Source: an optimization exercise on an open RTL-to-GDS flow (aim: small area, a short achievable clock period and few clock cycles). Production flows keep margins and buffers that such runs may drop.
At most, simulation tests tie the RTL to the original design; equivalence was not proved.
Function not checked in runs 1 and 2: the RTL went through the layout flow alone.
Power figures rest on the tool's default switching activity, not on a simulated workload.

### design/flow/run.sh
#!/bin/bash
# synth_recipe.tcl (not shown) runs the flow's synth.tcl, then flattens the netlist and writes it again
# the make line also repeats each setting of config.mk as NAME=value (left out here)
make -C /OpenROAD-flow-scripts/flow DESIGN_CONFIG=/design/flow/config.mk WORK_HOME=/design/flow/orfs CLKGATE_MAP_FILE= SYNTH_SCRIPT=/design/flow/synth_recipe.tcl finish
### design/flow/constraint.sdc
create_clock -name core_clock -period 11.0 [get_ports {clock}]
set_input_delay 2.2000 -clock core_clock [delete_from_list [all_inputs] [get_ports {clock}]]
set_output_delay 2.2000 -clock core_clock [all_outputs]
set_load 0.01 [all_outputs]
### design/flow/config.mk
export PLATFORM = sky130hd
export DESIGN_NAME = Freq_Counter
export DESIGN_NICKNAME = Freq_Counter
export VERILOG_FILES = /design/flow/design.v
export SDC_FILE = /design/flow/constraint.sdc
export NUM_CORES = 8
export LEC_CHECK = 0
export ABC_CLOCK_PERIOD_IN_PS = 3500
export CAP_MARGIN = 20
export CORE_MARGIN = 2
export CORE_UTILIZATION = 40
export SLEW_MARGIN = 20
### design/flow/design.v
module Freq_Counter (clock, iReset_N, SW1, iValid, iPixel, oReady, oValid, iPixel_new);
input	clock, iReset_N;
input	SW1;
input	iValid;
input	[7:0] iPixel;
output	oReady;
output reg oValid;
output reg [7:0] iPixel_new;
localparam S_CLEAR = 3'd0;		 
localparam S_COUNT = 3'd1;		 
localparam S_DRAIN = 3'd2;		 
localparam S_PASS  = 3'd3;		 
localparam S_WAIT  = 3'd4;		 
(* fsm_encoding = "none" *)
reg [2:0]  state;
reg        rdy;
reg [3:0]  ph;					 
reg [3:0]  tr;					 
reg [13:0] pixel_count;
reg        drain_first;
reg        lut_valid;
assign oReady = rdy;
reg        v1, s1;
reg [7:0]  p1;
reg        v2, s2;
reg [7:0]  p2;
reg [7:0]  a2;
reg [7:0]  tb1;				 
reg [15:0] rs;					 
reg [15:0] ps;					 
wire [3:0] pos_n = p1[3:0] - ph - 4'd1;
reg [2047:0] tq;				 
wire [7:0]  tq_rd = tq[{a2, 3'b000} +: 8];
always @(posedge clock)
begin
	v1 <= iReset_N & iValid & rdy;
	s1 <= SW1;
	p1 <= iPixel;
	v2 <= iReset_N & v1;
	s2 <= s1 & lut_valid;
	p2 <= p1;
	a2 <= p1 + tb1;
	oValid <= iReset_N & v2;
	iPixel_new <= s2 ? tq_rd : p2;
	rs <= (iReset_N & v1) ? (16'd1 << p1[7:4]) : 16'd0;
	ps <= 16'd1 << pos_n;
end
always @(posedge clock)
begin
	if (!iReset_N)
	begin
		state       <= S_CLEAR;
		rdy         <= 1'b0;
		ph          <= 4'd14;
		pixel_count <= 14'd0;
		lut_valid   <= 1'b0;
	end
	else
	begin
		ph <= ph + 4'd1;
		if (ph == 4'd15)
			tr <= tr + 4'd1;
		case (state)
		S_CLEAR:
			if (ph == 4'd13)
			begin
				state <= S_COUNT;
				rdy   <= 1'b1;
			end
		S_COUNT:
			if (iValid)
			begin
				pixel_count <= pixel_count + 14'd1;
				if (pixel_count == 14'd16383)
				begin
					state       <= S_DRAIN;
					rdy         <= 1'b0;
					drain_first <= 1'b1;
				end
			end
		S_DRAIN:
		begin
			drain_first <= 1'b0;
			tr <= 4'd0;
			if (ph == 4'd15 && !drain_first)
				state <= S_PASS;
		end
		S_PASS:
			if (ph == 4'd15 && tr == 4'd15)
				state <= S_WAIT;
		S_WAIT:
			if (ph == 4'd13)
			begin
				state     <= S_COUNT;
				rdy       <= 1'b1;
				lut_valid <= 1'b1;
			end
		default:
			state <= S_CLEAR;
		endcase
	end
end
wire [16*10-1:0] head_cnt;		 
wire [15:0]      head_ovf;		 
wire             sweep_en = (state == S_COUNT) || (state == S_DRAIN) || (state == S_WAIT);
genvar r, j;
generate
for (r = 0; r < 16; r = r + 1)
begin : ring
	reg  [12*16-1:0] q;
	wire [12*16-1:0] d;
	wire clr = (state == S_CLEAR) || (state == S_PASS && tr == r);
	wire swp = sweep_en && (tr == r);
	for (j = 0; j < 16; j = j + 1)
	begin : pos
		wire       o  = q[12*j + 11];
		wire       c  = q[12*j + 10];
		wire [5:0] hi = q[12*j + 4 +: 6];
		wire [3:0] lo = q[12*j +: 4];
		wire       e  = rs[r] & ps[j];
		wire [4:0] lo_n = {1'b0, lo} + {4'd0, e};
		if (j == 0)
		begin : head
			wire [6:0] hi_n = {1'b0, hi} + {6'd0, c};
			wire       o_n  = o | hi_n[6];
			assign d[12*15 +: 12] = clr ? 12'd0 : {o_n & ~swp, lo_n[4], hi_n[5:0], lo_n[3:0]};
			assign head_cnt[10*r +: 10] = {hi_n[5:0], lo};
			assign head_ovf[r] = o_n;
		end
		else
		begin : body
			assign d[12*(j-1) +: 12] = {o, c | lo_n[4], hi, lo_n[3:0]};
		end
	end
	always @(posedge clock)
		q <= d;
end
endgenerate
reg  [15:0] xv;					 
reg  [7:0]  xtag [0:15];
reg  [3:0]  xext [0:15];
wire [7:0]  xkey = {tr, ph};		 
wire [15:0] xhit;
wire [15:0] xfree_lo;			 
reg  [3:0]  xrd;
integer k;
generate
for (r = 0; r < 16; r = r + 1)
begin : xs
	assign xhit[r] = xv[r] && (xtag[r] == xkey);
	if (r == 0)
		assign xfree_lo[r] = !xv[r];
	else
		assign xfree_lo[r] = !xv[r] && (&xv[r-1:0]);
end
endgenerate
always @(*)
begin
	xrd = 4'd0;
	for (k = 0; k < 16; k = k + 1)
		xrd = xrd | (xhit[k] ? xext[k] : 4'd0);
end
wire x_inc = sweep_en && head_ovf[tr];
always @(posedge clock)
begin
	for (k = 0; k < 16; k = k + 1)
	begin
		if (state == S_CLEAR || (state == S_PASS && tr == 4'd15 && ph == 4'd15))
			xv[k] <= 1'b0;
		else if (x_inc && xhit[k])
			xext[k] <= xext[k] + 4'd1;
		else if (x_inc && !(|xhit) && xfree_lo[k])
		begin
			xv[k]   <= 1'b1;
			xtag[k] <= xkey;
			xext[k] <= 4'd1;
		end
	end
end
reg        hval, hfirst;
reg [13:0] hcnt;
reg        found;
reg [13:0] D;
reg [13:0] N;
reg        nval, nfirst;
reg [21:0] X;
reg        xval, xfirst;
wire [9:0] hsel = head_cnt[10*tr +: 10];
always @(posedge clock)
begin
	hval   <= iReset_N && state == S_PASS;
	hfirst <= (tr == 4'd0) && (ph == 4'd0);
	hcnt   <= {xrd + {3'd0, head_ovf[tr]}, hsel};
	nval   <= iReset_N & hval;
	nfirst <= hfirst;
	if (hval)
	begin
		if (hfirst || !found)
		begin
			found <= (hcnt != 14'd0);
			D     <= (hcnt == 14'd0) ? 14'h3fff : 14'd0 - hcnt;
			N     <= 14'd0;
		end
		else
			N <= N + hcnt;
	end
	xval   <= iReset_N & nval;
	xfirst <= nfirst;
	X      <= {N, 8'd0} - {8'd0, N};
end
wire [14:0] D15 = {1'b0, D};
wire [14:0] t7  = X[21:7];
wire        g7  = t7 >= D15;
wire [20:0] x7  = {g7 ? t7[13:0] - D : t7[13:0], X[6:0]};
wire [14:0] t6  = x7[20:6];
wire        g6  = t6 >= D15;
wire [19:0] x6  = {g6 ? t6[13:0] - D : t6[13:0], x7[5:0]};
reg  [19:0] X1;
reg  [1:0]  q1;
reg         v1d, f1d;
always @(posedge clock)
begin
	X1 <= x6; q1 <= {g7, g6}; v1d <= iReset_N & xval; f1d <= xfirst;
end
wire [14:0] t5  = X1[19:5];
wire        g5  = t5 >= D15;
wire [18:0] x5  = {g5 ? t5[13:0] - D : t5[13:0], X1[4:0]};
wire [14:0] t4  = x5[18:4];
wire        g4  = t4 >= D15;
wire [17:0] x4  = {g4 ? t4[13:0] - D : t4[13:0], x5[3:0]};
reg  [17:0] X2;
reg  [3:0]  q2;
reg         v2d, f2d;
always @(posedge clock)
begin
	X2 <= x4; q2 <= {q1, g5, g4}; v2d <= iReset_N & v1d; f2d <= f1d;
end
wire [14:0] t3  = X2[17:3];
wire        g3  = t3 >= D15;
wire [16:0] x3  = {g3 ? t3[13:0] - D : t3[13:0], X2[2:0]};
wire [14:0] t2  = x3[16:2];
wire        g2  = t2 >= D15;
wire [15:0] x2  = {g2 ? t2[13:0] - D : t2[13:0], x3[1:0]};
reg  [15:0] X3;
reg  [5:0]  q3;
reg         v3d, f3d;
always @(posedge clock)
begin
	X3 <= x2; q3 <= {q2, g3, g2}; v3d <= iReset_N & v2d; f3d <= f2d;
end
wire [14:0] t1  = X3[15:1];
wire        g1  = t1 >= D15;
wire [14:0] x1  = {g1 ? t1[13:0] - D : t1[13:0], X3[0]};
wire        g0  = x1 >= D15;
wire [7:0]  t_new = {q3, g1, g0};
always @(posedge clock)
begin
	tq    <= {v3d ? t_new : tq[7:0], tq[2047:8]};
	tb1 <= (v3d && f3d) ? 8'd254 : tb1 - 8'd1;
end
endmodule
==> results.sh, run 1 <==
export IMPL_drt_wirelength_per_cell_um=17.60
export IMPL_postCtsHoldBufs=0
export IMPL_yosysSeqAreaShare_pct=70.27
export IMPL_first_global_vias=84316
export IMPL_finalSetupViolCount=0
export IMPL_routed_via_count=78475
export IMPL_grt_pass1_wl_um=468400
export IMPL_fin_tns_setup_ps=0
export IMPL_ir_worst_vdd_uv=177.6
export IMPL_worst_slew_margin_rel_pct=26.23
export IMPL_gp_congestion=0.7965
export IMPL_finalCritPeriodShare_pct=59.62
export IMPL_synth_area_leaders="dfxtp_1, mux4_2, ha_1"
export IMPL_nets=11674
export IMPL_path_max_fanout=22
export IMPL_cts_setup_buffers=0
export IMPL_io_buffers=21
export IMPL_vias_per_cell=4.675
export IMPL_r2r_end="X2[9]$_DFF_P_"
export IMPL_dr_pass1_iters=5
export IMPL_syn_nets=11300
export IMPL_clk_latency_ps=1010
export IMPL_totalWireLength_um=295500
export IMPL_dp_hpwl_um=184700
export IMPL_cts_tree="built"
export IMPL_ant_nets=0
export IMPL_critPathRequiredTime_ps=11840
export IMPL_track_usage_pct=14.31
export IMPL_grt_max_degree=137
export IMPL_final_core_util_pct=46.45
export IMPL_critPathKind="flip-flop to flip-flop"
export IMPL_clkTransAtPathRegs_ps=60
export IMPL_powerDensity_mw_per_mm2=211.6
export IMPL_min_delay_start="ring[5].q[92]$_DFF_P_"
export IMPL_clock_sinks=5576
export IMPL_seqPwrFrac_pct=51.6
export IMPL_antenna_found_initial=25
export IMPL_synthesis_area_mm2=0.1621
export IMPL_initial_utilization_pct=40.20
export IMPL_synth_edff_count=226
export IMPL_drc_errors=0
export IMPL_die_h_um=640.5
export IMPL_drtIter0Drc=3987
export IMPL_synth_top_area_cell="dfxtp_1"
export IMPL_async_reset_ff_share_pct=0
export IMPL_yosys_warnings=3
export IMPL_fp_dieW_um=640.5
export IMPL_area_delta_synth_final_pct=15.57
export IMPL_switching_share_pct=20.72
export IMPL_drive_above_1_share_pct=18.00
export IMPL_core_area_mm2=0.4032
export IMPL_fill_cells=34648
export IMPL_cts_buffer_depth=4
export IMPL_netlist_instances=10564
export IMPL_ctsResizeCount=0
export IMPL_max_stage_delay_ps=510
export IMPL_cp_start_kind="flip-flop"
export IMPL_end_kind="flip-flop"
export IMPL_outcome="no timing/DRC/antenna violations"
export IMPL_synth_most_common_cell="dfxtp_1"
export IMPL_r2r_setup_slack_ps=4440
export IMPL_drv_cap=0
export IMPL_gr_total_overflow=0
export IMPL_fin_skew_ps=64.17
export IMPL_rows=233
export IMPL_fmax_mhz=152.5
export IMPL_min_period_ps=6558
export IMPL_p_int_mw=31.42
export IMPL_cp_arrival_ps=7390
export IMPL_min_to="ring[5].q[80]$_DFF_P_"
export IMPL_finalHoldViolations=0
export IMPL_grt_setup_unrepaired="no"
export IMPL_ys_ff_latch=5576
export IMPL_worstRegToRegCells=22
export IMPL_cp_cell_sequence="inv_1, buf_4, ha_1, nor2b_1, o31a_1, o41ai_1, o41ai_1, a31oi_1, o21ai_2, buf_4, a21oi_1, ha_1, nor2b_1, o31a_1, o31a_1, o21ai_0, o21ai_0, nor4_1, nor2_1, a2111oi_4, buf_4, mux2_2"
export IMPL_power_net_switching_mw=8.210
export IMPL_io_pins=22
export IMPL_post_synth_cell_area_avg_um2=15.34
export IMPL_power_frac_clock_pct=47.2
export IMPL_crit_buf_inv=4
export IMPL_crit_family="compound AO/OA/AOI/OAI gates"
export IMPL_synthDistinctLibCells=71
export IMPL_min_path_cells=0
export IMPL_hold_class="flip-flop to flip-flop"
export IMPL_slew_violations=0
export IMPL_r2r_start="D[1]$_SDFFCE_PN1P_"
export IMPL_yosysTopAreaCellShare_pct=66.09
export IMPL_crit_path_top_delay_cell="a2111oi_4"
export IMPL_cts_root_buf="clkbuf_16"
export IMPL_worstMarginPinSlew_ps=1104
export IMPL_total_power_mw=39.63
export IMPL_power_frac_comb_pct=1.2
export IMPL_leakagePower_nw=76.14
export IMPL_die_area_mm2=0.4103
export IMPL_synth_ff_type="dfxtp_1"
export IMPL_cts_made_buffers=544
export IMPL_htree_levels=6
export IMPL_synthTopCellsByCount="dfxtp_1, ha_1, mux4_2"
## metrics by stage
step	setup WS [ps]	std cells	area, µm²	hold slack, ps
after floorplan	4928	10564	162100	309.6
after global placement	4315	15795	168700	309.5
after detailed placement	4294	15796	168700	312.1
after CTS	4256	16779	187300	296.1
after global routing	3944	16782	187300	302.6
final	4442	16785	187300	293.4
## worst reg2reg max path, cell delays in order, from the launching register on
cell,delay [ps]
edfxtp_1,360
inv_1,60
buf_4,280
ha_1,300
nor2b_1,150
o31a_1,270
o41ai_1,470
o41ai_1,220
a31oi_1,330
o21ai_2,70
buf_4,220
a21oi_1,360
ha_1,320
nor2b_1,150
o31a_1,280
o31a_1,290
o21ai_0,440
o21ai_0,270
nor4_1,280
nor2_1,110
a2111oi_4,510
buf_4,300
mux2_2,370
## final cells by class
type / count / area, µm² / share of cell area (%)
Timing Repair Buffer: 103 / 888.4 / 0.4743
Antenna cell: 5 / 12.51 / 0.006680
Clock inverter: 195 / 2710 / 1.447
Multi-Input combinational cell: 4610 / 46730 / 24.95
Clock buffer: 788 / 15870 / 8.472
Tap cell: 5405 / 6763 / 3.611
Sequential cell: 5576 / 113900 / 60.83
Inverter: 103 / 386.6 / 0.2064
## routing by layer
| layer | vias up | GRT usage (%) | share of wire [%] |
|---|---|---|---|
| li1 | 37825 | - | - |
| met5 | - | 0 | 0.0024 |
| met4 | 2 | 4.260 | 2.6 |
| met1 | 38891 | 18.67 | 45 |
| met3 | 530 | 2.287 | 3.7 |
| met2 | 1227 | 24.44 | 48 |
## cell usage in the layout (no fill, tap or decap), types with 35 or more instances in the layout
cell type  count
o21a_1        35
ha_1         714
mux4_2       706
nor2b_1      105
clkbuf_8     123
mux2_2        92
a31o_2       243
inv_1        102
nand3_1      393
xnor2_1      506
nor3_1        59
a21o_1        45
a31oi_1       36
clkinv_2      86
xor2_1       372
and2_1       285
and3_1        51
edfxtp_1     226
nor2_1       290
buf_4         77
o21ai_0       67
dfxtp_1     5325
a21oi_1      137
clkbuf_16    549
clkbuf_1     116
nand4_1       45
nand2_1      165
## how the worst max path moves through the flow
stage | from | to | slack, ps | depth (start not counted)
after global placement | D[2]$_SDFFCE_PN1P_ | X2[7]$_DFF_P_ | 4320 | 21
after floorplan | D[1]$_SDFFCE_PN1P_ | X2[10]$_DFF_P_ | 4930 | 21
after global routing | D[2]$_SDFFCE_PN1P_ | X2[5]$_DFF_P_ | 3940 | 22
after detailed placement | D[1]$_SDFFCE_PN1P_ | X2[13]$_DFF_P_ | 4290 | 21
final | D[1]$_SDFFCE_PN1P_ | X2[9]$_DFF_P_ | 4440 | 22
after CTS | D[1]$_SDFFCE_PN1P_ | X2[5]$_DFF_P_ | 4260 | 21
## power by group through the flow
| stage | Sequential, mW | Clock [mW] | Combinational, mW |
|---|---|---|---|
| floorplan | 20.8 | 0 | 0.346 |
| global placement | 20.9 | 0 | 0.468 |
| detailed placement | 20.9 | 0 | 0.472 |
| CTS | 20.5 | 19.2 | 0.474 |
| global route | 20.5 | 20.0 | 0.497 |
| finish | 20.5 | 18.7 | 0.459 |
## kinds of logic after synthesis
group                      count (synthesis)  synth area share, %
adders and majority gates                724                5.636
AOI/OAI and AO/OA                        692                3.095
and+or+nand+nor                         1499                4.758
xor gates and xnor gates                 878                4.745
muxes                                    817                10.57
buffers and inverters                    378               0.9241
DFF                                     5576                70.27
## registers in the layout, indices dropped and copies added, names as in the netlist, 14 cells and up
register	count
D	14
N	14
X	22
X1	20
X2	18
X3	16
hcnt	14
pixel_count	14
ps	16
ring.q	3072
rs	16
tq	2048
xext	64
xtag	128
xv	16
==> inputs of run 2 (changes only) <==
--- a/design/flow/config.mk
+++ b/design/flow/config.mk
@@ -9,4 +9,7 @@
 export CAP_MARGIN = 20
 export CORE_MARGIN = 2
 export CORE_UTILIZATION = 40
+export CTS_CLUSTER_DIAMETER = 60
+export CTS_CLUSTER_SIZE = 30
+export SETUP_SLACK_MARGIN = 5
 export SLEW_MARGIN = 20
==> results.sh, run 2 <==
export IMPL_yosysTopAreaCellShare_pct=66.09
export IMPL_worst_slack_ps=5270
export IMPL_synth_top_area_cell="dfxtp_1"
export IMPL_worstMarginPinSlew_ps=1066
export IMPL_crit_buf_inv=4
export IMPL_powerDensity_mw_per_mm2=196.6
export IMPL_outcome="no timing/DRC/antenna violations"
export IMPL_clk_latency_ps=980
export IMPL_finalCritPeriodShare_pct=52.09
export IMPL_crit_path_top_delay_cell="o41ai_2"
export IMPL_synth_edff_count=226
export IMPL_cp_cell_sequence="clkinvlp_4, buf_4, ha_1, nor2b_1, o31a_1, o41ai_2, o41ai_2, a31oi_1, o21ai_2, buf_4, mux2_2, ha_1, o21a_1, o31a_1, o31a_1, o21ai_2, o21ai_0, nor4_1, nor2_1, a2111oi_4, buf_12, mux2_2"
export IMPL_gp_congestion=0.8040
export IMPL_yosys_warnings=3
export IMPL_post_synth_cell_area_avg_um2=15.34
export IMPL_critPathRequiredTime_ps=11760
export IMPL_hold_class="flip-flop to flip-flop"
export IMPL_leakagePower_nw=73.47
export IMPL_syn_nets=11300
export IMPL_ys_ff_latch=5576
export IMPL_die_h_um=640.5
export IMPL_placed_area_mm2=0.1687
export IMPL_synth_area_leaders="dfxtp_1, mux4_2, ha_1"
export IMPL_r2r_end="X2[6]$_DFF_P_"
export IMPL_drv_cap=0
export IMPL_vias_per_cell=4.675
export IMPL_cp_arrival_ps=6490
export IMPL_r2r_start="D[1]$_SDFFCE_PN1P_"
export IMPL_gr_total_overflow=0
export IMPL_path_max_fanout=22
export IMPL_p_int_mw=27.58
export IMPL_antenna_found_initial=21
export IMPL_min_period_ps=5730
export IMPL_slew_violations=0
export IMPL_place_ws_ps=4063
export IMPL_synth_ff_type="dfxtp_1"
export IMPL_fmax_mhz=174.5
export IMPL_routed_via_count=77050
export IMPL_dp_hpwl_um=185400
export IMPL_synthTopCellsByCount="dfxtp_1, ha_1, mux4_2"
export IMPL_async_reset_ff_share_pct=0
export IMPL_crit_family="compound AO/OA/AOI/OAI gates"
export IMPL_drt_wirelength_per_cell_um=17.54
export IMPL_min_to="ring[10].q[40]$_DFF_P_"
export IMPL_grt_max_degree=133
export IMPL_layout_common_cells="dfxtp_1, ha_1, mux4_2, xnor2_1, nand3_1"
export IMPL_drc_errors=0
export IMPL_largest_reg_flops=3072
export IMPL_switching_share_pct=23.02
export IMPL_ir_worst_vdd_uv=144.9
export IMPL_end_kind="flip-flop"
export IMPL_drive_above_1_share_pct=16.77
export IMPL_cts_tree="built"
export IMPL_seqPwrFrac_pct=57.1
export IMPL_postCtsHoldBufs=0
export IMPL_cp_start_kind="flip-flop"
export IMPL_cts_root_buf="clkbuf_16"
export IMPL_drtIter0Drc=3696
export IMPL_layout_commonest_cell="dfxtp_1"
export IMPL_grt_setup_unrepaired="no"
export IMPL_dr_pass1_iters=5
export IMPL_rows=233
export IMPL_finalSetupViolCount=0
export IMPL_initial_utilization_pct=40.20
export IMPL_power_frac_comb_pct=1.3
export IMPL_synth_most_common_cell="dfxtp_1"
export IMPL_netlist_instances=10564
export IMPL_nets=11491
export IMPL_finalInstanceArea_mm2=0.1823
export IMPL_top_register="ring.q"
export IMPL_max_stage_delay_ps=480
export IMPL_power_frac_clock_pct=41.7
export IMPL_path_common_cell="o31a_1"
export IMPL_min_path_cells=0
export IMPL_cts_made_buffers=353
export IMPL_fin_skew_ps=91.90
export IMPL_yosysSeqAreaShare_pct=70.27
export IMPL_synthDistinctLibCells=71
export IMPL_grt_pass1_wl_um=459300
export IMPL_ant_nets=0
export IMPL_worstRegToRegCells=22
export IMPL_core_area_mm2=0.4032
export IMPL_clock_sinks=5576
export IMPL_die_area_mm2=0.4103
export IMPL_track_usage_pct=14.04
export IMPL_htree_levels=5
export IMPL_totalWireLength_um=289000
export IMPL_worst_slew_margin_rel_pct=27.09
export IMPL_finalHoldViolations=0
export IMPL_fin_tns_setup_ps=0
export IMPL_power_net_switching_mw=8.249
export IMPL_clkTransAtPathRegs_ps=100
export IMPL_synthesis_area_mm2=0.1621
export IMPL_reg_top3="ring.q: 3072 flops, tq: 2048 flops, xtag: 128 flops"
export IMPL_min_delay_start="ring[10].q[52]$_DFF_P_"
export IMPL_first_global_vias=81874
export IMPL_r2r_setup_slack_ps=5270
export IMPL_io_pins=22
export IMPL_io_buffers=21
export IMPL_area_delta_synth_final_pct=12.46
export IMPL_critPathKind="flip-flop to flip-flop"
export IMPL_fp_dieW_um=640.5
export IMPL_cts_buffer_depth=4
run 2: cell counts after synthesis:
Identical to the previous run, type by type.
run 2: cell type report:
class / count / area [µm²]
Antenna cell: 19 / 47.55
Sequential cell: 5576 / 113900
Multi-Input combinational cell: 4611 / 46790
Clock buffer: 376 / 9129
Fill cell: 34924 / 220900
Tap cell: 5405 / 6763
Clock inverter: 281 / 4218
Timing Repair Buffer: 110 / 965.9
Inverter: 103 / 397.9
run 2: kinds of logic (layout without fill, tap and decap cells):
logic type	count (synthesis)	count (layout)	share of synthesized area, %
multiplexers	817	817	10.57
buffers and inverters	378	870	0.9241
XOR/XNOR	878	878	4.745
AO/OA/AOI/OAI	692	692	3.095
flip-flops	5576	5576	70.27
other	0	19	0
adder cells (fa/ha/maj)	724	724	5.636
AND/OR/NAND/NOR	1499	1500	4.758
run 2: stage by stage:
stage               instances  power [mW]  hold WS, ps  utilization [%]
floorplan               10564       21.15        309.6                -
global placement        15791       21.38        309.5            41.83
detailed placement      15792       21.39        312.1            41.83
CTS                     16453       36.29        282.8            45.16
global route            16470       37.08        287.3            45.20
finish                  16481       35.83        287.4            45.20
run 2: worst max path at each step:
stage | startpoint | endpoint | slack [ps] | depth (start not counted)
2_1_floorplan | D[1]$_SDFFCE_PN1P_ | X2[10]$_DFF_P_ | 5030 | 21
3_3_place_gp | D[1]$_SDFFCE_PN1P_ | X3[3]$_DFF_P_ | 3870 | 19
4_1_cts | D[1]$_SDFFCE_PN1P_ | X1[8]$_DFF_P_ | 5010 | 22
5_1_grt | D[1]$_SDFFCE_PN1P_ | X1[8]$_DFF_P_ | 5020 | 22
3_5_place_dp | D[1]$_SDFFCE_PN1P_ | X3[5]$_DFF_P_ | 4060 | 19
6_report | D[1]$_SDFFCE_PN1P_ | X2[6]$_DFF_P_ | 5270 | 22
run 2: timing repair:
item | 4_1_cts | 5_1_grt
setup endpoints to repair | 42 | 44
buffers inserted | 3 | 9
pin swaps | 1 | 1
resized for setup | 10 | 10
gates cloned | 1 | 0
run 2: worst register-to-register path, cell delays in order, from the launching register on:
cell	delay (ps)
edfxtp_1	380
clkinvlp_4	140
buf_4	180
ha_1	280
nor2b_1	160
o31a_1	200
o41ai_2	100
o41ai_2	480
a31oi_1	200
o21ai_2	140
buf_4	270
mux2_2	390
ha_1	350
o21a_1	200
o31a_1	120
o31a_1	300
o21ai_2	240
o21ai_0	190
nor4_1	300
nor2_1	130
a2111oi_4	250
buf_12	200
mux2_2	350
run 2: power by group through the flow:
| stage | logic [mW] | clock network, mW | registers, mW |
|---|---|---|---|
| after floorplan | 0.346 | 0 | 20.8 |
| after global placement | 0.459 | 0 | 20.9 |
| after detailed placement | 0.465 | 0 | 20.9 |
| after CTS | 0.465 | 15.4 | 20.5 |
| after global routing | 0.489 | 16.1 | 20.5 |
| final | 0.450 | 14.9 | 20.4 |
run 2: routing by layer:
layer / part of all wire, % / track usage [%]
met3: 3.4 / 1.980
met1: 46 / 18.50
met4: 2.6 / 3.812
met2: 48 / 24.13
met5: 0 / 0
==> inputs of run 3 (changes only) <==
--- a/design/flow/design.v
+++ b/design/flow/design.v
@@ -25,7 +25,7 @@
 reg        v2, s2;
 reg [7:0]  p2;
 reg [7:0]  a2;
-reg [7:0]  tb1;				 
+reg [7:0]  tbase;				 
 reg [15:0] rs;					 
 reg [15:0] ps;					 
 wire [3:0] pos_n = p1[3:0] - ph - 4'd1;
@@ -39,7 +39,7 @@
 	v2 <= iReset_N & v1;
 	s2 <= s1 & lut_valid;
 	p2 <= p1;
-	a2 <= p1 + tb1;
+	a2 <= p1 + tbase - 8'd1;
 	oValid <= iReset_N & v2;
 	iPixel_new <= s2 ? tq_rd : p2;
 	rs <= (iReset_N & v1) ? (16'd1 << p1[7:4]) : 16'd0;
@@ -58,8 +58,6 @@
 	else
 	begin
 		ph <= ph + 4'd1;
-		if (ph == 4'd15)
-			tr <= tr + 4'd1;
 		case (state)
 		S_CLEAR:
 			if (ph == 4'd13)
@@ -86,8 +84,12 @@
 				state <= S_PASS;
 		end
 		S_PASS:
-			if (ph == 4'd15 && tr == 4'd15)
-				state <= S_WAIT;
+			if (ph == 4'd15)
+			begin
+				tr <= tr + 4'd1;
+				if (tr == 4'd15)
+					state <= S_WAIT;
+			end
 		S_WAIT:
 			if (ph == 4'd13)
 			begin
@@ -100,113 +102,60 @@
 		endcase
 	end
 end
-wire [16*10-1:0] head_cnt;		 
-wire [15:0]      head_ovf;		 
-wire             sweep_en = (state == S_COUNT) || (state == S_DRAIN) || (state == S_WAIT);
+wire [16*14-1:0] head_cnt;
 genvar r, j;
 generate
 for (r = 0; r < 16; r = r + 1)
 begin : ring
-	reg  [12*16-1:0] q;
-	wire [12*16-1:0] d;
+	reg  [15*16-1:0] q;
+	wire [15*16-1:0] d;
 	wire clr = (state == S_CLEAR) || (state == S_PASS && tr == r);
-	wire swp = sweep_en && (tr == r);
 	for (j = 0; j < 16; j = j + 1)
 	begin : pos
-		wire       o  = q[12*j + 11];
-		wire       c  = q[12*j + 10];
-		wire [5:0] hi = q[12*j + 4 +: 6];
-		wire [3:0] lo = q[12*j +: 4];
+		wire       c  = q[15*j + 14];
+		wire [9:0] hi = q[15*j + 4 +: 10];
+		wire [3:0] lo = q[15*j +: 4];
 		wire       e  = rs[r] & ps[j];
 		wire [4:0] lo_n = {1'b0, lo} + {4'd0, e};
 		if (j == 0)
 		begin : head
-			wire [6:0] hi_n = {1'b0, hi} + {6'd0, c};
-			wire       o_n  = o | hi_n[6];
-			assign d[12*15 +: 12] = clr ? 12'd0 : {o_n & ~swp, lo_n[4], hi_n[5:0], lo_n[3:0]};
-			assign head_cnt[10*r +: 10] = {hi_n[5:0], lo};
-			assign head_ovf[r] = o_n;
+			wire [9:0] hi_n = hi + {9'd0, c};
+			assign d[15*15 +: 15] = clr ? 15'd0 : {lo_n[4], hi_n, lo_n[3:0]};
+			assign head_cnt[14*r +: 14] = {hi_n, lo};
 		end
 		else
 		begin : body
-			assign d[12*(j-1) +: 12] = {o, c | lo_n[4], hi, lo_n[3:0]};
+			assign d[15*(j-1) +: 15] = {c | lo_n[4], hi, lo_n[3:0]};
 		end
 	end
 	always @(posedge clock)
 		q <= d;
 end
 endgenerate
-reg  [15:0] xv;					 
-reg  [7:0]  xtag [0:15];
-reg  [3:0]  xext [0:15];
-wire [7:0]  xkey = {tr, ph};		 
-wire [15:0] xhit;
-wire [15:0] xfree_lo;			 
-reg  [3:0]  xrd;
-integer k;
-generate
-for (r = 0; r < 16; r = r + 1)
-begin : xs
-	assign xhit[r] = xv[r] && (xtag[r] == xkey);
-	if (r == 0)
-		assign xfree_lo[r] = !xv[r];
-	else
-		assign xfree_lo[r] = !xv[r] && (&xv[r-1:0]);
-end
-endgenerate
-always @(*)
-begin
-	xrd = 4'd0;
-	for (k = 0; k < 16; k = k + 1)
-		xrd = xrd | (xhit[k] ? xext[k] : 4'd0);
-end
-wire x_inc = sweep_en && head_ovf[tr];
-always @(posedge clock)
-begin
-	for (k = 0; k < 16; k = k + 1)
-	begin
-		if (state == S_CLEAR || (state == S_PASS && tr == 4'd15 && ph == 4'd15))
-			xv[k] <= 1'b0;
-		else if (x_inc && xhit[k])
-			xext[k] <= xext[k] + 4'd1;
-		else if (x_inc && !(|xhit) && xfree_lo[k])
-		begin
-			xv[k]   <= 1'b1;
-			xtag[k] <= xkey;
-			xext[k] <= 4'd1;
-		end
-	end
-end
 reg        hval, hfirst;
 reg [13:0] hcnt;
 reg        found;
 reg [13:0] D;
-reg [13:0] N;
-reg        nval, nfirst;
 reg [21:0] X;
 reg        xval, xfirst;
-wire [9:0] hsel = head_cnt[10*tr +: 10];
 always @(posedge clock)
 begin
 	hval   <= iReset_N && state == S_PASS;
 	hfirst <= (tr == 4'd0) && (ph == 4'd0);
-	hcnt   <= {xrd + {3'd0, head_ovf[tr]}, hsel};
-	nval   <= iReset_N & hval;
-	nfirst <= hfirst;
+	hcnt   <= head_cnt[14*tr +: 14];
+	xval   <= iReset_N & hval;
+	xfirst <= hfirst;
 	if (hval)
 	begin
 		if (hfirst || !found)
 		begin
 			found <= (hcnt != 14'd0);
 			D     <= (hcnt == 14'd0) ? 14'h3fff : 14'd0 - hcnt;
-			N     <= 14'd0;
+			X     <= 22'd0;
 		end
 		else
-			N <= N + hcnt;
-	end
-	xval   <= iReset_N & nval;
-	xfirst <= nfirst;
-	X      <= {N, 8'd0} - {8'd0, N};
+			X <= X + {hcnt, 8'd0} - {8'd0, hcnt};
+	end
 end
 wire [14:0] D15 = {1'b0, D};
 wire [14:0] t7  = X[21:7];
@@ -256,6 +205,6 @@
 always @(posedge clock)
 begin
 	tq    <= {v3d ? t_new : tq[7:0], tq[2047:8]};
-	tb1 <= (v3d && f3d) ? 8'd254 : tb1 - 8'd1;
+	tbase <= (v3d && f3d) ? 8'd255 : tbase - 8'd1;
 end
 endmodule
==> design/flow/config.mk (replaced) <==
export PLATFORM = sky130hd
export DESIGN_NAME = Freq_Counter
export DESIGN_NICKNAME = Freq_Counter
export VERILOG_FILES = /design/flow/design.v
export SDC_FILE = /design/flow/constraint.sdc
export NUM_CORES = 8
export LEC_CHECK = 0
export CAP_MARGIN = 20
export CORE_MARGIN = 2
export CORE_UTILIZATION = 40
export SLEW_MARGIN = 20
==> results.sh, run 3 <==
export IMPL_outcome="no timing/DRC/antenna violations"
export IMPL_drtIter0Drc=4173
export IMPL_yosysTopAreaCellShare_pct=71.66
export IMPL_synth_top_area_cell="dfxtp_1"
export IMPL_synth_most_common_cell="dfxtp_1"
export IMPL_critPathKind="flip-flop to flip-flop"
export IMPL_synth_area_leaders="dfxtp_1, mux4_2, ha_1"
export IMPL_core_area_mm2=0.4231
export IMPL_dp_cells=16703
export IMPL_cp_start_kind="flip-flop"
export IMPL_synth_ff_type="dfxtp_1"
export IMPL_place_ws_ps=4659
export IMPL_cts_made_buffers=588
export IMPL_clkTransAtPathRegs_ps=60
export IMPL_synth_xor_area_share_pct=3.915
export IMPL_powerDensity_mw_per_mm2=224.9
export IMPL_finalHoldViolations=0
export IMPL_io_pins=22
export IMPL_crit_family="compound AO/OA/AOI/OAI gates"
export IMPL_yosysSeqAreaShare_pct=72.41
export IMPL_synthDistinctLibCells=83
export IMPL_synth_top_family_by_area="multiplexers"
export IMPL_cts_tree="built"
export IMPL_clock_sinks=6120
export IMPL_stdcell_count=17769
export IMPL_multi_input_area_mm2=0.04514
export IMPL_async_reset_ff_share_pct=0
export IMPL_track_usage_pct=15.09
export IMPL_path_max_fanout=22
export IMPL_synthTopCellsByCount="dfxtp_1, ha_1, mux4_2"
export IMPL_fin_skew_ps=53.16
export IMPL_fmax_mhz=162.6
export IMPL_register_area_mm2=0.1230
export IMPL_antenna_found_initial=23
export IMPL_ctsResizeCount=0
export IMPL_cp_cell_sequence="inv_1, ha_1, nor2b_1, o2111ai_1, a211oi_1, nor3_1, o31ai_4, buf_4, o21ai_0, inv_1, ha_1, nor2b_4, o31ai_2, nand3_1, a221o_1, or4_4, a31oi_2, o221ai_4, mux2_4"
export IMPL_cts_root_buf="clkbuf_16"
export IMPL_finalCritPeriodShare_pct=55.90
export IMPL_hold_class="flip-flop to flip-flop"
export IMPL_cp_arrival_ps=7040
export IMPL_largest_reg_flops=3840
export IMPL_layout_common_cells="dfxtp_1, ha_1, clkbuf_16, mux4_2"
export IMPL_synth_simple_area_share_pct=4.576
export IMPL_postCtsHoldBufs=0
export IMPL_die_h_um=655.5
export IMPL_synth_compound_area_share_pct=3.830
export IMPL_rows=239
export IMPL_io_buffers=21
export IMPL_layout_commonest_cell="dfxtp_1"
export IMPL_drc_errors=0
export IMPL_initial_utilization_pct=40.13
export IMPL_vias_per_cell=4.670
export IMPL_grt_setup_unrepaired="no"
export IMPL_grt_max_degree=148
export IMPL_die_area_mm2=0.4297
export IMPL_worst_slew_margin_rel_pct=23.45
export IMPL_drive_above_1_share_pct=16.17
export IMPL_grt_pass1_wl_um=511000
export IMPL_finalSetupViolCount=0
export IMPL_slew_violations=0
export IMPL_total_power_mw=44.30
export IMPL_worstMarginPinSlew_ps=1144
export IMPL_worst_slack_ps=4851
export IMPL_synthesis_area_mm2=0.1698
export IMPL_dp_hpwl_um=205800
export IMPL_cts_setup_buffers=0
export IMPL_netlist_instances=11230
export IMPL_gp_congestion=0.8015
export IMPL_top_register="ring.q"
export IMPL_syn_nets=11975
export IMPL_routed_via_count=82980
export IMPL_crit_buf_inv=3
export IMPL_post_synth_cell_area_avg_um2=15.12
export IMPL_max_stage_delay_ps=540
export IMPL_nets=12375
export IMPL_critPathRequiredTime_ps=11890
export IMPL_fill_cells=36199
export IMPL_leakagePower_nw=81.11
export IMPL_fp_dieW_um=655.5
export IMPL_reg_top3="ring.q: 3840 flops, tq: 2048 flops, X: 22 flops"
export IMPL_crit_path_top_delay_cell="inv_1"
export IMPL_first_global_vias=88095
export IMPL_cts_buffer_depth=4
export IMPL_end_kind="flip-flop"
export IMPL_ant_nets=0
export IMPL_drv_cap=0
export IMPL_totalWireLength_um=330200
export IMPL_synthMuxAreaShare_pct=8.732
export IMPL_gr_total_overflow=0
export IMPL_dr_pass1_iters=8
export IMPL_drt_wirelength_per_cell_um=18.58
export IMPL_synth_edff_count=42
export IMPL_htree_levels=6
export IMPL_ir_worst_vdd_uv=165.2
export IMPL_clk_latency_ps=1040
export IMPL_yosys_warnings=1
export IMPL_ys_ff_latch=6120
export IMPL_area_delta_synth_final_pct=16.04
export IMPL_min_period_ps=6149
export IMPL_synthAdderAreaFrac_pct=5.472
export IMPL_fin_tns_setup_ps=0
==> run 3: kinds of logic (layout without fill, tap and decap cells) <==
logic type | count (synthesis) | in the layout
simple gates | 1518 | 1518
buf+inv | 438 | 1307
flops | 6120 | 6120
xor+xnor | 759 | 759
fa+ha+maj | 733 | 733
compound gates | 891 | 891
mux | 771 | 771
other cells | 0 | 7
==> run 3: area by class of cell <==
cell class	count	area share, %
clock inverter	219	1.576
inverter	155	0.2953
multi-input combinational	4672	22.91
timing repair buffer	93	0.4274
sequential	6120	62.41
tap	5663	3.596
antenna	7	0.008891
clock buffer	840	8.769
==> run 3: path summary, 6_finish.rpt <==
path | startpoint | end | slack [ps] | depth (start not counted)
setup reg to reg | D[1]$_SDFFCE_PN1P_ | X2[10]$_DFF_P_ | 4850 | 19
setup / recovery | D[1]$_SDFFCE_PN1P_ | X2[10]$_DFF_P_ | 4850 | 19
hold / removal | ring[0].q[233]$_SDFF_PP0_ | ring[0].q[218]$_DFF_P_ | 280 | 0
hold reg to reg | ring[0].q[233]$_SDFF_PP0_ | ring[0].q[218]$_DFF_P_ | 280 | 0
==> run 3: per-stage QoR <==
| step | cell area (µm²) | utilization [%] | hold WS (ps) |
|---|---|---|---|
| floorplan | 169800 | - | 309.6 |
| global placement | 176600 | 41.74 | 309.6 |
| detailed placement | 176600 | 41.74 | 312.1 |
| CTS | 197000 | 46.56 | 286.8 |
| global route | 197000 | 46.56 | 289.8 |
| finish | 197000 | 46.56 | 283.5 |
==> run 3: power breakdown <==
part | internal [mW] | switching (mW)
Combinational | 0.359 | 0.874
Sequential | 22.3 | 0.173
Clock | 12.1 | 8.48
Total | 34.8 | 9.52
==> run 3: routing by layer <==
layer / global-route usage [%] / up-vias / part of all wire (%)
li1: - / 39772 / -
met1: 19.84 / 41099 / 45
met2: 25.35 / 1475 / 48
met3: 2.185 / 634 / 3.9
met4: 5.341 / 0 / 3.3
met5: 0 / - / 0
Testbench counts of run 3, summed over its fixed seeds: cycles 664,216.
==> inputs of run 4 (changes only) <==
==> design/flow/design.v (replaced) <==
module Freq_Counter (clock, iReset_N, SW1, iValid, iPixel, oReady, oValid, iPixel_new);
input	clock, iReset_N;
input	SW1;
input	iValid;
input	[7:0] iPixel;
output	oReady;
output reg oValid;
output reg [7:0] iPixel_new;
localparam S_CLEAR = 3'd0;		 
localparam S_COUNT = 3'd1;		 
localparam S_DRAIN = 3'd2;		 
localparam S_PASS  = 3'd3;		 
localparam S_WAIT  = 3'd4;		 
(* fsm_encoding = "none" *)
reg [2:0]  state;
reg        rdy;
reg [3:0]  ph;					 
reg [3:0]  tr;					 
reg [13:0] pixel_count;
reg        drain_first;
reg        lut_valid;
assign oReady = rdy;
reg        v1, s1;
reg [7:0]  p1;
reg        v2, s2;
reg [7:0]  p2;
reg [7:0]  a2;
reg [7:0]  tb1;					 
reg [15:0] rs;					 
reg [15:0] ps;					 
wire [3:0] pos_n = p1[3:0] - ph - 4'd1;
reg [2047:0] tq;				 
wire [7:0]  tq_rd = tq[{a2, 3'b000} +: 8];
always @(posedge clock)
begin
	v1 <= iReset_N & iValid & rdy;
	s1 <= SW1;
	p1 <= iPixel;
	v2 <= iReset_N & v1;
	s2 <= s1 & lut_valid;
	p2 <= p1;
	a2 <= p1 + tb1;
	oValid <= iReset_N & v2;
	iPixel_new <= s2 ? tq_rd : p2;
	rs <= (iReset_N & v1) ? (16'd1 << p1[7:4]) : 16'd0;
	ps <= 16'd1 << pos_n;
end
always @(posedge clock)
begin
	if (!iReset_N)
	begin
		state       <= S_CLEAR;
		rdy         <= 1'b0;
		ph          <= 4'd14;
		pixel_count <= 14'd0;
		lut_valid   <= 1'b0;
	end
	else
	begin
		ph <= ph + 4'd1;
		if (ph == 4'd15)
			tr <= tr + 4'd1;
		case (state)
		S_CLEAR:
			if (ph == 4'd13)
			begin
				state <= S_COUNT;
				rdy   <= 1'b1;
			end
		S_COUNT:
			if (iValid)
			begin
				pixel_count <= pixel_count + 14'd1;
				if (pixel_count == 14'd16383)
				begin
					state       <= S_DRAIN;
					rdy         <= 1'b0;
					drain_first <= 1'b1;
				end
			end
		S_DRAIN:
		begin
			drain_first <= 1'b0;
			tr <= 4'd0;
			if (ph == 4'd15 && !drain_first)
				state <= S_PASS;
		end
		S_PASS:
			if (ph == 4'd15 && tr == 4'd15)
				state <= S_WAIT;
		S_WAIT:
			if (ph == 4'd13)
			begin
				state     <= S_COUNT;
				rdy       <= 1'b1;
				lut_valid <= 1'b1;
			end
		default:
			state <= S_CLEAR;
		endcase
	end
end
wire [16*12-1:0] head_q;		 
wire [15:0]      head_ovf;		 
wire             sweep_en = (state == S_COUNT) || (state == S_DRAIN) || (state == S_WAIT);
genvar r, j;
generate
for (r = 0; r < 16; r = r + 1)
begin : ring
	reg  [12*16-1:0] q;
	wire [12*16-1:0] d;
	wire clr = (state == S_CLEAR) || (state == S_PASS && tr == r);
	wire swp = sweep_en && (tr == r);
	for (j = 0; j < 16; j = j + 1)
	begin : pos
		wire       o  = q[12*j + 11];
		wire       c  = q[12*j + 10];
		wire [5:0] hi = q[12*j + 4 +: 6];
		wire [3:0] lo = q[12*j +: 4];
		wire       e  = rs[r] & ps[j];
		wire [4:0] lo_n = {1'b0, lo} + {4'd0, e};
		if (j == 0)
		begin : head
			wire [6:0] hi_n = {1'b0, hi} + {6'd0, c};
			wire       o_n  = o | hi_n[6];
			assign d[12*15 +: 12] = clr ? 12'd0 : {o_n & ~swp, lo_n[4], hi_n[5:0], lo_n[3:0]};
			assign head_q[12*r +: 12] = q[11:0];
			assign head_ovf[r] = o_n;
		end
		else
		begin : body
			assign d[12*(j-1) +: 12] = {o, c | lo_n[4], hi, lo_n[3:0]};
		end
	end
	always @(posedge clock)
		q <= d;
end
endgenerate
reg  [15:0] xv;					 
reg  [7:0]  xtag [0:15];
reg  [3:0]  xext [0:15];
wire [7:0]  xkey = {tr, ph};	 
wire [15:0] xhit;
wire [15:0] xfree_lo;			 
reg  [3:0]  xrd;
reg         sw_inc;				 
reg  [15:0] sw_hit;
reg  [7:0]  sw_key;
integer k;
generate
for (r = 0; r < 16; r = r + 1)
begin : xs
	assign xhit[r] = xv[r] && (xtag[r] == xkey);
	if (r == 0)
		assign xfree_lo[r] = !xv[r];
	else
		assign xfree_lo[r] = !xv[r] && (&xv[r-1:0]);
end
endgenerate
always @(*)
begin
	xrd = 4'd0;
	for (k = 0; k < 16; k = k + 1)
		xrd = xrd | (xhit[k] ? xext[k] : 4'd0);
end
always @(posedge clock)
begin
	sw_inc <= iReset_N && sweep_en && head_ovf[tr];
	sw_hit <= xhit;
	sw_key <= xkey;
	for (k = 0; k < 16; k = k + 1)
	begin
		if (state == S_CLEAR || (state == S_PASS && tr == 4'd15 && ph == 4'd15))
			xv[k] <= 1'b0;
		else if (sw_inc && sw_hit[k])
			xext[k] <= xext[k] + 4'd1;
		else if (sw_inc && !(|sw_hit) && xfree_lo[k])
		begin
			xv[k]   <= 1'b1;
			xtag[k] <= sw_key;
			xext[k] <= 4'd1;
		end
	end
end
reg        rval, rfirst;			 
reg [11:0] hraw;
reg [3:0]  hext;
reg        hval, hfirst;			 
reg [13:0] hcnt;
reg        found;
reg [13:0] D;
reg [13:0] N;
reg        nval, nfirst;
reg [21:0] X;
reg        xval, xfirst;
wire [6:0] hraw_hi = {1'b0, hraw[9:4]} + {6'd0, hraw[10]};
always @(posedge clock)
begin
	rval   <= iReset_N && state == S_PASS;
	rfirst <= (tr == 4'd0) && (ph == 4'd0);
	hraw   <= head_q[12*tr +: 12];
	hext   <= xrd;
	hval   <= iReset_N & rval;
	hfirst <= rfirst;
	hcnt   <= {hext + {3'd0, hraw[11]} + {3'd0, hraw_hi[6]}, hraw_hi[5:0], hraw[3:0]};
	nval   <= iReset_N & hval;
	nfirst <= hfirst;
	if (hval)
	begin
		if (hfirst || !found)
		begin
			found <= (hcnt != 14'd0);
			D     <= (hcnt == 14'd0) ? 14'h3fff : 14'd0 - hcnt;
			N     <= 14'd0;
		end
		else
			N <= N + hcnt;
	end
	xval   <= iReset_N & nval;
	xfirst <= nfirst;
	X      <= {N, 8'd0} - {8'd0, N};
end
localparam [7:0] REG = 8'b1111_1110;
wire [14:0] D15 = {1'b0, D};
generate
for (j = 7; j >= 0; j = j - 1)
begin : dv
	wire [j+14:0] xin;			 
	wire [7-j:0]  qin;			 
	wire          vin, fin;
	wire [14:0]   top = xin[j+14:j];
	wire          ge  = top >= D15;
	wire [13:0]   sub = top[13:0] - D;
	wire [j+13:0] xout;			 
	wire [8-j:0]  qout = {qin, ge};
	if (j > 0)
	begin : lowbits
		assign xout = {ge ? sub : top[13:0], xin[j-1:0]};
	end
	else
	begin : nolow
		assign xout = ge ? sub : top[13:0];
	end
	if (j == 7)
	begin : first
		assign xin = X;
		assign qin = 1'b0;
		assign vin = xval;
		assign fin = xfirst;
	end
	else
	begin : next
		assign xin = dv[j+1].xo;
		assign qin = dv[j+1].qo;
		assign vin = dv[j+1].vo;
		assign fin = dv[j+1].fo;
	end
	wire [j+13:0] xo;
	wire [8-j:0]  qo;
	wire          vo, fo;
	if (REG[j])
	begin : r
		reg [j+13:0] xr;
		reg [8-j:0]  qr;
		reg          vr, fr;
		always @(posedge clock)
		begin
			xr <= xout; qr <= qout; vr <= iReset_N & vin; fr <= fin;
		end
		assign xo = xr; assign qo = qr; assign vo = vr; assign fo = fr;
	end
	else
	begin : w
		assign xo = xout; assign qo = qout; assign vo = vin; assign fo = fin;
	end
end
endgenerate
wire [7:0] t_new = dv[0].qo[7:0];
wire       t_we  = dv[0].vo;
wire       t_first = dv[0].fo;
always @(posedge clock)
begin
	tq  <= {t_we ? t_new : tq[7:0], tq[2047:8]};
	tb1 <= (t_we && t_first) ? 8'd254 : tb1 - 8'd1;
end
endmodule
--- a/design/flow/config.mk
+++ b/design/flow/config.mk
@@ -5,7 +5,11 @@
 export SDC_FILE = /design/flow/constraint.sdc
 export NUM_CORES = 8
 export LEC_CHECK = 0
+export ABC_CLOCK_PERIOD_IN_PS = 3500
 export CAP_MARGIN = 20
 export CORE_MARGIN = 2
 export CORE_UTILIZATION = 40
+export CTS_CLUSTER_DIAMETER = 60
+export CTS_CLUSTER_SIZE = 30
+export SETUP_SLACK_MARGIN = 5
 export SLEW_MARGIN = 20
==> results.sh, run 4 <==
export IMPL_startpoint="a2[1]$_DFF_P_"
export IMPL_area_delta_synth_final_pct=12.04
export IMPL_finalSetupViolCount=0
export IMPL_cts_buffer_depth=4
export IMPL_io_buffers=21
export IMPL_ant_nets=0
export IMPL_vias_per_cell=4.788
export IMPL_cts_made_buffers=361
export IMPL_synth_most_common_cell="dfxtp_1"
export IMPL_async_reset_ff_share_pct=0
export IMPL_yosysTopAreaCellShare_pct=66.41
export IMPL_synthesis_area_mm2=0.1655
export IMPL_core_area_mm2=0.4125
export IMPL_synth_edff_count=226
export IMPL_ir_worst_vdd_uv=143.1
export IMPL_dp_cells=16367
export IMPL_crit_buf_inv=2
export IMPL_antenna_found_initial=30
export IMPL_worst_slack_ps=6343
export IMPL_fp_dieW_um=647.2
export IMPL_grt_pass1_wl_um=496500
export IMPL_path_max_fanout=135
export IMPL_synth_area_leaders="dfxtp_1, mux4_2, ha_1"
export IMPL_cts_tree="built"
export IMPL_layout_common_cells="dfxtp_1, ha_1, mux4_2, xnor2_1, xor2_1"
export IMPL_crit_path_top_delay_cell="dfxtp_4"
export IMPL_cts_root_buf="clkbuf_16"
export IMPL_min_period_ps=4657
export IMPL_synth_ff_type="dfxtp_1"
export IMPL_largest_reg_flops=3072
export IMPL_fin_skew_ps=67.17
export IMPL_dp_hpwl_um=208100
export IMPL_ys_ff_latch=5715
export IMPL_slew_violations=0
export IMPL_clkTransAtPathRegs_ps=100
export IMPL_netlist_instances=11112
export IMPL_fin_tns_setup_ps=0
export IMPL_gp_congestion=0.8151
export IMPL_synth_top_area_cell="dfxtp_1"
export IMPL_worst_slew_margin_rel_pct=27.57
export IMPL_gr_total_overflow=0
export IMPL_top_register="ring.q"
export IMPL_outcome="no timing/DRC/antenna violations"
export IMPL_first_global_vias=85171
export IMPL_post_synth_cell_area_avg_um2=14.89
export IMPL_drive_above_1_share_pct=14.52
export IMPL_initial_utilization_pct=40.11
export IMPL_finalCritPeriodShare_pct=42.34
export IMPL_critPathKind="flip-flop to flip-flop"
export IMPL_routed_via_count=81704
export IMPL_rows=236
export IMPL_grt_setup_unrepaired="no"
export IMPL_hold_class="flip-flop to flip-flop"
export IMPL_ctsResizeCount=0
export IMPL_place_ws_ps=6234
export IMPL_end_kind="flip-flop"
export IMPL_powerDensity_mw_per_mm2=198.5
export IMPL_yosysSeqAreaShare_pct=70.51
export IMPL_yosys_warnings=3
export IMPL_dr_pass1_iters=6
export IMPL_crit_family="buffers and inverters"
export IMPL_leakagePower_nw=74.84
export IMPL_placed_area_mm2=0.1719
export IMPL_min_delay_start="ring[0].q[68]$_DFF_P_"
export IMPL_clock_sinks=5715
export IMPL_synthTopCellsByCount="dfxtp_1, ha_1, mux4_2"
export IMPL_drv_cap=0
export IMPL_cts_setup_buffers=0
export IMPL_syn_nets=11850
export IMPL_synthDistinctLibCells=74
export IMPL_max_stage_delay_ps=1050
export IMPL_layout_commonest_cell="dfxtp_1"
export IMPL_io_pins=22
export IMPL_grt_max_degree=136
export IMPL_cp_arrival_ps=5460
export IMPL_drt_wirelength_per_cell_um=18.78
export IMPL_clk_latency_ps=980
export IMPL_totalWireLength_um=320500
export IMPL_r2r_start="a2[1]$_DFF_P_"
export IMPL_htree_levels=5
export IMPL_finalInstanceArea_mm2=0.1854
export IMPL_drtIter0Drc=4504
export IMPL_worstMarginPinSlew_ps=1086
export IMPL_finalHoldViolations=0
export IMPL_cp_start_kind="flip-flop"
export IMPL_die_h_um=647.2
export IMPL_postCtsHoldBufs=0
export IMPL_stdcell_count=17064
export IMPL_fmax_mhz=214.7
export IMPL_reg_top3="ring.q: 3072 flops, tq: 2048 flops, xtag: 128 flops"
export IMPL_nets=11994
export IMPL_die_area_mm2=0.4188
export IMPL_drc_errors=0
export IMPL_cp_cell_sequence="buf_12, buf_4, mux4_2, a22o_1, a221oi_1, o22ai_1, o21ai_0, nand4_1"
export IMPL_track_usage_pct=15.13
export IMPL_critPathRequiredTime_ps=11800
==> run 4: cell count changes after synthesis, moves of 34 or more <==
cell      before   now
a21oi_1      141   179
inv_1        153    93
o21ai_0      136    89
edfxtp_1      42   226
xnor2_1      366   459
dfxtp_1     6078  5489
a22o_1         0    60
nor4_1        10    44
==> run 4: path summary, 6_finish.rpt <==
check,cells after the start,end,slack (ps)
max,8,iPixel_new[0]$_DFF_P_,6340
min reg2reg,0,ring[0].q[56]$_DFF_P_,300
min,0,ring[0].q[56]$_DFF_P_,300
max reg2reg,8,iPixel_new[0]$_DFF_P_,6340
==> run 4: cells by family (layout without fill, tap and decap cells) <==
logic type	after synthesis	count (layout)	synth area share, %
adder cells (fa/ha/maj)	727	727	5.546
other	0	28	0
AND/OR/NAND/NOR	1664	1664	5.193
AO/OA/AOI/OAI	968	968	4.230
XOR/XNOR	872	872	4.616
multiplexers	760	760	8.896
buffers and inverters	406	856	1.006
flip-flops	5715	5715	70.51
==> run 4: metal layers <==
layer | up-vias | routed length [µm] | track usage, %
met3 | 473 | 10160 | 1.832
li1 | 39291 | - | -
met4 | 4 | 8798 | 4.634
met1 | 40733 | 147100 | 20.04
met2 | 1203 | 154500 | 25.84
met5 | - | 23 | 0
==> run 4: stage by stage <==
step,power (mW),utilization (%),hold WS [ps]
after floorplan,21.81,-,309.6
after global placement,22.21,41.67,309.6
after detailed placement,22.22,41.68,312.1
after CTS,37.22,44.92,305.2
after global routing,38.04,44.93,308.9
final,36.79,44.94,303.3
==> run 4: where the power goes <==
group	total (mW)	switching, mW	internal [mW]
Clock	15.1	7.89	7.19
Sequential	21.0	0.142	20.8
Combinational	0.725	0.514	0.211
==> run 4: final cells by class <==
cell class,instances,area (µm²)
Clock buffer,388,9351
Tap cell,5474,6849
Clock inverter,281,4031
Fill cell,36002,227100
Sequential cell,5715,116700
Multi-Input combinational cell,4991,47260
Timing Repair Buffer,93,774.5
Antenna cell,28,70.07
Inverter,94,352.8
Testbench counts of run 4, summed over its fixed seeds: cycles 664,216.
==> inputs of run 5 (changes only) <==
==> design/flow/flow/run.sh (new file) <==
#!/bin/bash
set -euo pipefail
bash standard.sh SETUP_SLACK_MARGIN=7 finish > standard_flow.log 2>&1
==> design/flow/standard.sh (new file) <==
#!/bin/bash
# synth_recipe.tcl (not shown) runs the flow's synth.tcl, then flattens the netlist and writes it again
# the make line also repeats each setting of config.mk as NAME=value (left out here)
make -C /OpenROAD-flow-scripts/flow DESIGN_CONFIG=/design/flow/config.mk WORK_HOME=/design/flow/orfs CLKGATE_MAP_FILE= SYNTH_SCRIPT=/design/flow/synth_recipe.tcl "${@:-finish}"
--- a/design/flow/config.mk
+++ b/design/flow/config.mk
@@ -11,5 +11,4 @@
 export CORE_UTILIZATION = 40
 export CTS_CLUSTER_DIAMETER = 60
 export CTS_CLUSTER_SIZE = 30
-export SETUP_SLACK_MARGIN = 5
 export SLEW_MARGIN = 20
removed: design/flow/run.sh
==> results.sh, run 5 <==
export IMPL_outcome="no timing/DRC/antenna violations"
export IMPL_synth_edff_count=226
export IMPL_drt_wirelength_per_cell_um=18.86
export IMPL_routed_via_count=81637
export IMPL_finalSetupViolCount=0
export IMPL_path_max_fanout=1
export IMPL_netlist_instances=11112
export IMPL_core_area_mm2=0.4125
export IMPL_fin_tns_setup_ps=0
export IMPL_gr_total_overflow=0
export IMPL_seqPwrFrac_pct=57.0
export IMPL_dr_pass1_iters=5
export IMPL_synth_ff_type="dfxtp_1"
export IMPL_r2r_setup_slack_ps=7110
export IMPL_crit_family="flip-flops"
export IMPL_power_frac_comb_pct=2.0
export IMPL_power_frac_clock_pct=41.0
export IMPL_finalInstanceArea_mm2=0.1856
export IMPL_end_kind="output pin"
export IMPL_grt_pass1_wl_um=497800
export IMPL_ys_ff_latch=5715
export IMPL_critPathRequiredTime_ps=8800
export IMPL_async_reset_ff_share_pct=0
export IMPL_rows=236
export IMPL_initial_utilization_pct=40.11
export IMPL_gp_congestion=0.8151
export IMPL_worstMarginPinSlew_ps=1089
export IMPL_die_h_um=647.2
export IMPL_yosysTopAreaCellShare_pct=66.41
export IMPL_die_area_mm2=0.4188
export IMPL_hold_class="flip-flop to flip-flop"
export IMPL_drive_above_1_share_pct=14.66
export IMPL_yosys_warnings=3
export IMPL_nets=12000
export IMPL_fill_cells=35991
export IMPL_powerDensity_mw_per_mm2=198.3
export IMPL_cts_root_buf="clkbuf_16"
export IMPL_slew_violations=0
export IMPL_synthDistinctLibCells=74
export IMPL_ir_worst_vdd_uv=143.1
export IMPL_synthesis_area_mm2=0.1655
export IMPL_cts_tree="built"
export IMPL_synth_most_common_cell="dfxtp_1"
export IMPL_grt_max_degree=108
export IMPL_power_net_switching_mw=8.560
export IMPL_ant_nets=0
export IMPL_layout_common_cells="dfxtp_1, ha_1, mux4_2, xnor2_1, xor2_1"
export IMPL_yosysSeqAreaShare_pct=70.51
export IMPL_total_power_mw=36.81
export IMPL_cp_cell_sequence="clkdlybuf4s15_2"
export IMPL_totalWireLength_um=321900
export IMPL_fp_dieW_um=647.2
export IMPL_critical_path_cell_count=1
export IMPL_clkTransAtPathRegs_ps=100
export IMPL_synth_area_leaders="dfxtp_1, mux4_2, ha_1"
export IMPL_worstRegToRegCells=8
export IMPL_crit_buf_inv=1
export IMPL_io_buffers=21
export IMPL_antenna_found_initial=29
export IMPL_dp_hpwl_um=208100
export IMPL_post_synth_cell_area_avg_um2=14.89
export IMPL_fin_skew_ps=71.09
export IMPL_cts_made_buffers=361
export IMPL_grt_setup_unrepaired="yes"
export IMPL_critPathKind="flip-flop to output pin"
export IMPL_switching_share_pct=23.26
export IMPL_final_core_util_pct=45.00
export IMPL_p_int_mw=28.25
export IMPL_syn_nets=11850
export IMPL_vias_per_cell=4.783
export IMPL_first_global_vias=85306
export IMPL_cts_buffer_depth=4
export IMPL_finalHoldViolations=0
export IMPL_placed_area_mm2=0.1719
export IMPL_drtIter0Drc=4350
export IMPL_max_stage_delay_ps=450
export IMPL_crit_path_top_delay_cell="dfxtp_2"
export IMPL_track_usage_pct=15.18
export IMPL_area_delta_synth_final_pct=12.18
export IMPL_io_pins=22
export IMPL_drc_errors=0
export IMPL_finalCritPeriodShare_pct=35.46
export IMPL_htree_levels=5
export IMPL_min_period_ps=3901
export IMPL_synthTopCellsByCount="dfxtp_1, ha_1, mux4_2"
export IMPL_dp_cells=16367
export IMPL_cp_start_kind="flip-flop"
export IMPL_fmax_mhz=256.4
export IMPL_reg_top3="ring.q: 3072 flops, tq: 2048 flops, xtag: 128 flops"
export IMPL_cp_arrival_ps=1700
export IMPL_layout_commonest_cell="dfxtp_1"
export IMPL_clk_latency_ps=980
export IMPL_stdcell_count=17069
export IMPL_leakagePower_nw=74.96
export IMPL_clock_sinks=5715
export IMPL_worst_slew_margin_rel_pct=27.41
export IMPL_postCtsHoldBufs=0
export IMPL_min_path_cells=0
export IMPL_top_register="ring.q"
export IMPL_largest_reg_flops=3072
export IMPL_synth_top_area_cell="dfxtp_1"
export IMPL_drv_cap=0
-- run 5: power by group through the flow --
stage	clock network (mW)	registers, mW	logic, mW
floorplan	0	21.3	0.460
global placement	0	21.5	0.736
detailed placement	0	21.5	0.745
CTS	15.5	21.0	0.756
global route	16.3	21.0	0.786
finish	15.1	21.0	0.737
-- run 5: per-stage QoR --
stage               setup WS, ps  hold slack [ps]
finish                      7099            303.2
global route                6969            308.9
CTS                         6870            305.2
detailed placement          6234            312.1
global placement            6293            309.6
floorplan                   7554            309.6
-- run 5: final cells by class --
class / instances / area (µm²) / area share, %
Inverter: 94 / 352.8 / 0.1901
Multi-Input combinational cell: 4992 / 47310 / 25.49
Antenna cell: 27 / 67.56 / 0.03640
Sequential cell: 5715 / 116700 / 62.88
Clock inverter: 281 / 4031 / 2.172
Tap cell: 5474 / 6849 / 3.690
Timing Repair Buffer: 98 / 937.1 / 0.5049
Clock buffer: 388 / 9351 / 5.038
-- run 5: worst paths after layout --
check,from,to
setup reg to reg,a2[1]$_DFF_P_,iPixel_new[0]$_DFF_P_
setup / recovery,iPixel_new[1]$_DFF_P_,iPixel_new[1]
hold reg to reg,ring[0].q[68]$_DFF_P_,ring[0].q[56]$_DFF_P_
hold / removal,ring[0].q[68]$_DFF_P_,ring[0].q[56]$_DFF_P_
-- run 5: logic make-up after synthesis --
family	count (synthesis)	share of synthesized area, %
buffers and inverters	406	1.006
adders and majority gates	727	5.546
AOI/OAI and AO/OA	968	4.230
and+or+nand+nor	1664	5.193
muxes	760	8.896
xor gates and xnor gates	872	4.616
DFF	5715	70.51
-- run 5: what timing repair did --
item | in CTS | in global routing
pin swaps | 0 | 0
endpoints found under the setup margin | 34 | 71
buffers inserted | 2 | 2
gates resized for setup | 39 | 18
gates cloned | 1 | 1
-- run 5: routing by layer --
layer,global-route usage [%],vias to the layer above,wire [µm]
li1,-,39302,-
met1,20.08,40653,147200
met2,25.92,1200,154900
met3,1.846,478,10910
met4,4.693,4,8876
met5,0,-,23

-- port drivers added, routing unchanged --
How much do the figures lean on ideal ports? The routed layouts below were timed once more, with nothing changed but the port constraints.
Step 1 sets driving cells, clkbuf_16 on the clock port and buf_2 on the other inputs (assumed; they add their load-dependent delay and slew).
Step 2 times the ports against the registers' clock, not the clock port: input delays grow and output delays shrink by t, the midpoint of the rising clock arrivals with the driver on.
Three values: ideal, step 1, step 2; two values: the first two.
run	shift t [ns]	setup WS [ns]	latest minus earliest clock arrival (ns)	pins driven straight from the clock port
run 1	1.083	4.442 / 4.442 / 4.442	0.075 / 0.075	1
run 2	1.023	5.270 / 5.270 / 5.270	0.108 / 0.108	1
run 3	1.115	4.851 / 4.851 / 4.851	0.066 / 0.066	1
run 4	1.059	6.343 / 6.343 / 6.343	0.107 / 0.107	1
run 5	1.056	7.099 / 6.992 / 6.696	0.107 / 0.107	1
After both steps every run listed still meets setup and hold. The setup slack of run 5, which loses most, moves by -0.107 ns with the drivers and by -0.403 ns with both steps.
